This is an optimization exercise on Yosys and OpenROAD, whose aim is small area and a short achievable clock period, not a production implementation. Where RTL was checked, it was by simulation tests only, not by an equivalence proof against the original.

==> v12 <==
==> flow/design.v (excerpt) <==
module DCT_Custom_Instruction(clk,
                              reset,
                              dataa,
                              n,
                              clk_en,
                              start,
                              done,
                              result);
Settings: LEC_CHECK=0, CAP_MARGIN=20, CORE_MARGIN=2, CORE_UTILIZATION=55, PLACE_DENSITY=0.65, SLEW_MARGIN=20, SYNTH_HIERARCHICAL=1, SYNTH_MINIMUM_KEEP_SIZE=0; clock period 16.0 ns.
standard.sh (not shown) runs the stock make flow with config.mk's settings and CLKGATE_MAP_FILE= SYNTH_SCRIPT=/design/flow/synth_recipe.tcl, a recipe that flattens the netlist after the stock synthesis.
==> flow/flow/run.sh <==
#!/bin/bash
set -o pipefail
export SETUP_SLACK_MARGIN=8
bash standard.sh REMOVE_ABC_BUFFERS=1 finish > standard.log 2>&1
==> v19: changes against v12 <==
==> flow/flow/run.sh (replaced) <==
#!/bin/bash
set -o pipefail
export SETUP_SLACK_MARGIN=8
bash standard.sh "BUFFER_PORTS_ARGS=-buffer_cell sky130_fd_sc_hd__buf_4" finish > standard.log 2>&1
--- a/flow/config.mk
+++ b/flow/config.mk
@@ -9,4 +9,4 @@
 export CORE_MARGIN = 2
-export CORE_UTILIZATION = 55
-export PLACE_DENSITY = 0.65
+export CORE_UTILIZATION = 65
+export PLACE_DENSITY = 0.75
 export SLEW_MARGIN = 20
==> v29: changes against v12 <==
==> flow/flow/run.sh (replaced) <==
#!/bin/bash
set -o pipefail
export SETUP_SLACK_MARGIN=8
bash standard.sh "BUFFER_PORTS_ARGS=-buffer_cell sky130_fd_sc_hd__buf_4" finish > standard.log 2>&1
--- a/flow/config.mk
+++ b/flow/config.mk
@@ -7,2 +7,3 @@
 export LEC_CHECK = 0
+export ABC_AREA = 1
 export CAP_MARGIN = 20
==> comparison table <==
| metric | v29 | v12 | v19 |
|---|---|---|---|
| Result of the run | timing/DRC/antenna clean | timing/DRC/antenna clean | timing/DRC/antenna clean |
| Multiplexer area fraction after synthesis | 0.000284 | 0.0109 | 0.0109 |
| Resize count post-CTS | 74 | 125 | 30 |
| Final worst path period share | 0.501 | 0.505 | 0.506 |
| Category of the critical setup timing path | input pin to register | register to output pin | register to output pin |
| Seq/Total Area, Yosys | 0.231 | 0.244 | 0.244 |
| Netlist Area Pre-Place | 39600 um2 | 37600 um2 | 37600 um2 |
| Reg2Reg Capture Point | pr[16] | pr[23] | pr[25] |
| Wire length of the first global-routing pass | 226 mm | 212 mm | 205 mm |
| Num CTS Buffers | 46 | 48 | 42 |
| Endpoint of the worst hold path | xh1[31] | y7[32] | y5[32] |
| Crit path max-delay cell type | sky130_fd_sc_hd__nor4_1 | sky130_fd_sc_hd__fa_1 | sky130_fd_sc_hd__fa_1 |
| Footprint of the multi-input gates | 28100 um2 | 27800 um2 | 27500 um2 |

---

==> run a <==
Another version of the RTL of DCT_Custom_Instruction (not shown whole).
Design DCT_Custom_Instruction, start of the top module:
module DCT_Custom_Instruction(clk,
                              reset,
                              dataa,
                              n,
                              clk_en,
                              start,
                              done,
                              result);
  input clk;
  input reset;
  input signed [31:0] dataa;
  input [4:0] n;
  input clk_en;
  input start;
  output done;
  output signed [31:0] result;
  reg [32:0] y8, y7, y6, y5;
  reg [32:1] xh0, xh1, xh2, xh3;
  wire [32:0] x0 = {xh0, y8[0]}, x1 = {xh1, y7[0]}, x2 = {xh2, y6[0]}, x3 = {xh3, y5[0]};
  reg done_delay;
  localparam NR = 4;
  wire read = n[4] | n[3];
  assign done = read ? done_delay : start;
  always @(posedge clk or posedge reset) begin
    if (reset)
      done_delay <= 1'b0;
    else
      done_delay <= start & read;
  end
  wire we = start & clk_en & ~read;
  wire first = ~n[0];
  wire p0 = (n[2:0] == 3'd0) | (n[2:0] == 3'd7);
  wire p1 = (n[2:0] == 3'd1) | (n[2:0] == 3'd6);
  wire p2 = (n[2:0] == 3'd2) | (n[2:0] == 3'd5);
  wire p3 = (n[2:0] == 3'd3) | (n[2:0] == 3'd4);
  wire [32:0] ys = ({33{p0}} & y8) | ({33{p1}} & y7) | ({33{p2}} & y6) | ({33{p3}} & y5);
  wire [32:0] xs = ({33{p0}} & x0) | ({33{p1}} & x1) | ({33{p2}} & x2) | ({33{p3}} & x3);
  wire second = n[0];
  wire [32:0] fm = {33{first}};
  wire [32:0] vx = {dataa[31], dataa};
  wire [32:0] yh = {ys[32], ys[32:1]};
  wire [32:0] xh = {xs[32], xs[32:1]};
  wire par = ys[0];
  wire [32:0] ya = vx, yb = yh, yc = xh ^ fm;
  wire [32:0] xa = vx ^ ~fm, xb = yh ^ fm, xc = xh;
  wire [32:0] ycs, ycc, xcs, xcc;
  genvar gw;
  generate for (gw = 0; gw < 33; gw = gw + 1) begin : wcsa
    DCT_FA uy (.a(ya[gw]), .b(yb[gw]), .c(yc[gw]), .s(ycs[gw]), .co(ycc[gw]));
    DCT_FA ux (.a(xa[gw]), .b(xb[gw]), .c(xc[gw]), .s(xcs[gw]), .co(xcc[gw]));
  end endgenerate
  wire [32:0] ynew = ycs + {ycc[31:0], first | par};
  wire [33:0] xsum = {xcs, 1'b1} + {xcc[31:0], 1'b1, second & par};
  wire [32:0] xnew = xsum[33:1];
  ...
Settings: LEC_CHECK=0, CAP_MARGIN=20, CORE_MARGIN=2, CORE_UTILIZATION=55, PLACE_DENSITY=0.65, SLEW_MARGIN=20, SYNTH_HIERARCHICAL=1, SYNTH_MINIMUM_KEEP_SIZE=0; clock period 16.0 ns.
==> flow/flow/run.sh <==
#!/bin/bash
set -o pipefail
export SETUP_SLACK_MARGIN=8
bash standard.sh finish > standard.log 2>&1
==> inputs of run b, as changes to run a <==
--- a/flow/design.v
+++ b/flow/design.v
@@ -1834,15 +1834,19 @@
   DCT_FA f395 (.a(s661), .b(s663), .c(s665), .s(s789), .co(c790));
   wire s791, c792;
   DCT_FA f396 (.a(c656), .b(c658), .c(c660), .s(s791), .co(c792));
   assign rows = {c788, c784, c780, c776, c772, c768, c764, c760, c756, c752, c748, c744, c740, c736, c732, c728, c724, c720, c716, c712, c708, c704, c700, s699, c692, c688, s687, c680, c676, s675, c668, s667, c786, c782, c778, c774, c770, c766, c762, c758, c754, c750, c746, c742, c738, c734, c730, c726, c722, c718, c714, c710, c706, s707, s703, c696, s695, s691, c684, s683, s679, c672, s671, k_0_0, s791, s787, s783, s779, s775, s771, s767, s763, s759, s755, s751, s747, s743, s739, s735, s731, s727, s723, s719, s715, s711, s705, c698, c694, s693, c686, c682, s681, c674, c670, s669, r_D0_0, s789, s785, s781, s777, s773, s769, s765, s761, s757, s753, s749, s745, s741, s737, s733, s729, s725, s721, s717, s713, s709, c702, s701, s697, c690, s689, s685, c678, s677, s673, k_1_0, r_C0_0};
   reg [NR*32-1:0] pr;
-  reg col, even;
+  reg sh0, sh3, sh10, sh13;
+  wire col = n[4] & ~n[3];
+  wire even = t1 | t5;
   always @(posedge clk) begin
     pr <= rows;
-    col <= n[4] & ~n[3];
-    even <= t1 | t5;
+    sh0 <= even & ~col;
+    sh3 <= even & col;
+    sh10 <= ~even & ~col;
+    sh13 <= ~even & col;
   end
   wire [31:0] fa_, fb_;
   wire [31:0] fs1, fc1;
   genvar g1;
   generate for (g1 = 0; g1 < 32; g1 = g1 + 1) begin : l1
@@ -1856,7 +1860,8 @@
     DCT_FA u (.a(x[g2]), .b(y[g2]), .c(z[g2]), .s(fs2[g2]), .co(fc2[g2]));
   end endgenerate
   assign fa_ = fs2;
   assign fb_ = {fc2[30:0], 1'b0};
   wire signed [31:0] s = fa_ + fb_;
-  assign result = even ? (col ? (s >>> 3) : s) : (col ? (s >>> 13) : (s >>> 10));
+  wire [31:0] q3 = s >>> 3, q10 = s >>> 10, q13 = s >>> 13;
+  assign result = ({32{sh0}} & s) | ({32{sh3}} & q3) | ({32{sh10}} & q10) | ({32{sh13}} & q13);
 endmodule
==> flow/flow/run.sh (replaced) <==
#!/bin/bash
set -o pipefail
export SETUP_SLACK_MARGIN=8.5
bash standard.sh "BUFFER_PORTS_ARGS=-buffer_cell sky130_fd_sc_hd__buf_4" finish > standard.log 2>&1
==> impl_metrics.py <==
metrics = {
    "hold_path": {
        "worstHoldStart": "y5[32]$_DFFE_PP0P_",
    },
    "synthesis": {
        "avgSynthCellArea_sq_um": 9.91,
    },
    "finish": {
        "fin_nets": 4564,
        "post-route-util_pct": 62.6,
        "nMultiInputCombCells": 3016,
    },
    "drt": {
        "met2_length_mm": 55.1,
    },
    "floorplan": {
        "tap-cell-count": 873,
        "coreArea_sq_um": 67500,
        "start_util_pct": 55.8,
    },
    "outcome": {
        "status": "timing/DRC/antenna clean",
    },
    "critical_path": {
        "cp_slowest_cell": "fa_1",
    },
}
-- figures above: run b

==> impl_metrics.py <==
metrics = {
    "finish": {
        "nMultiInputCombCells": 3114,
        "fin_nets": 4605,
        "post-route-util_pct": 60.3,
    },
    "drt": {
        "met2_length_mm": 47.6,
    },
    "floorplan": {
        "start_util_pct": 55.5,
        "tap-cell-count": 882,
        "coreArea_sq_um": 68500,
    },
    "hold_path": {
        "worstHoldStart": "xh3[32]$_DFFE_PP0P_",
    },
    "critical_path": {
        "cp_slowest_cell": "fa_2",
    },
    "outcome": {
        "status": "timing/DRC/antenna clean",
    },
}
-- figures above: run a

No functional check of the RTL was part of run a.

[re-timing with driven ports]
The results above use ideal ports. As a check the final layouts listed here were re-extracted and re-timed, cells and wires unchanged.
Step 1: set_driving_cell puts a clkbuf_16 on clk and a buf_2 on each other input, an assumption about the parent block.
Step 2 times the ports against the registers' clock, not the clock port: input delays grow and output delays shrink by t, the midpoint of the rising clock arrivals with the driver on.
Slacks: ideal ports / drivers / drivers and shift; pairs: ideal ports / drivers.
run	t (ns)	setup WS [ns]	worst setup path after step 2	worst register clock-pin slew, ns	pins driven straight from the clock port
v12	0.673	7.925 / 7.861 / 7.315	input to register	0.07 / 0.07	1
v19	0.645	7.897 / 7.837 / 7.420	input to register	0.07 / 0.07	1
v29	0.669	7.980 / 7.993 / 7.324	input to register	0.07 / 0.07	1
run a	0.642	8.044 / 7.985 / 7.492	input to register	0.07 / 0.07	1
run b	0.658	8.211 / 8.152 / 7.652	input to register	0.07 / 0.07	1
After both steps every run listed still meets setup and hold. The setup slack of v29, which loses most, moves by +0.013 ns with the drivers and by -0.656 ns with both steps.
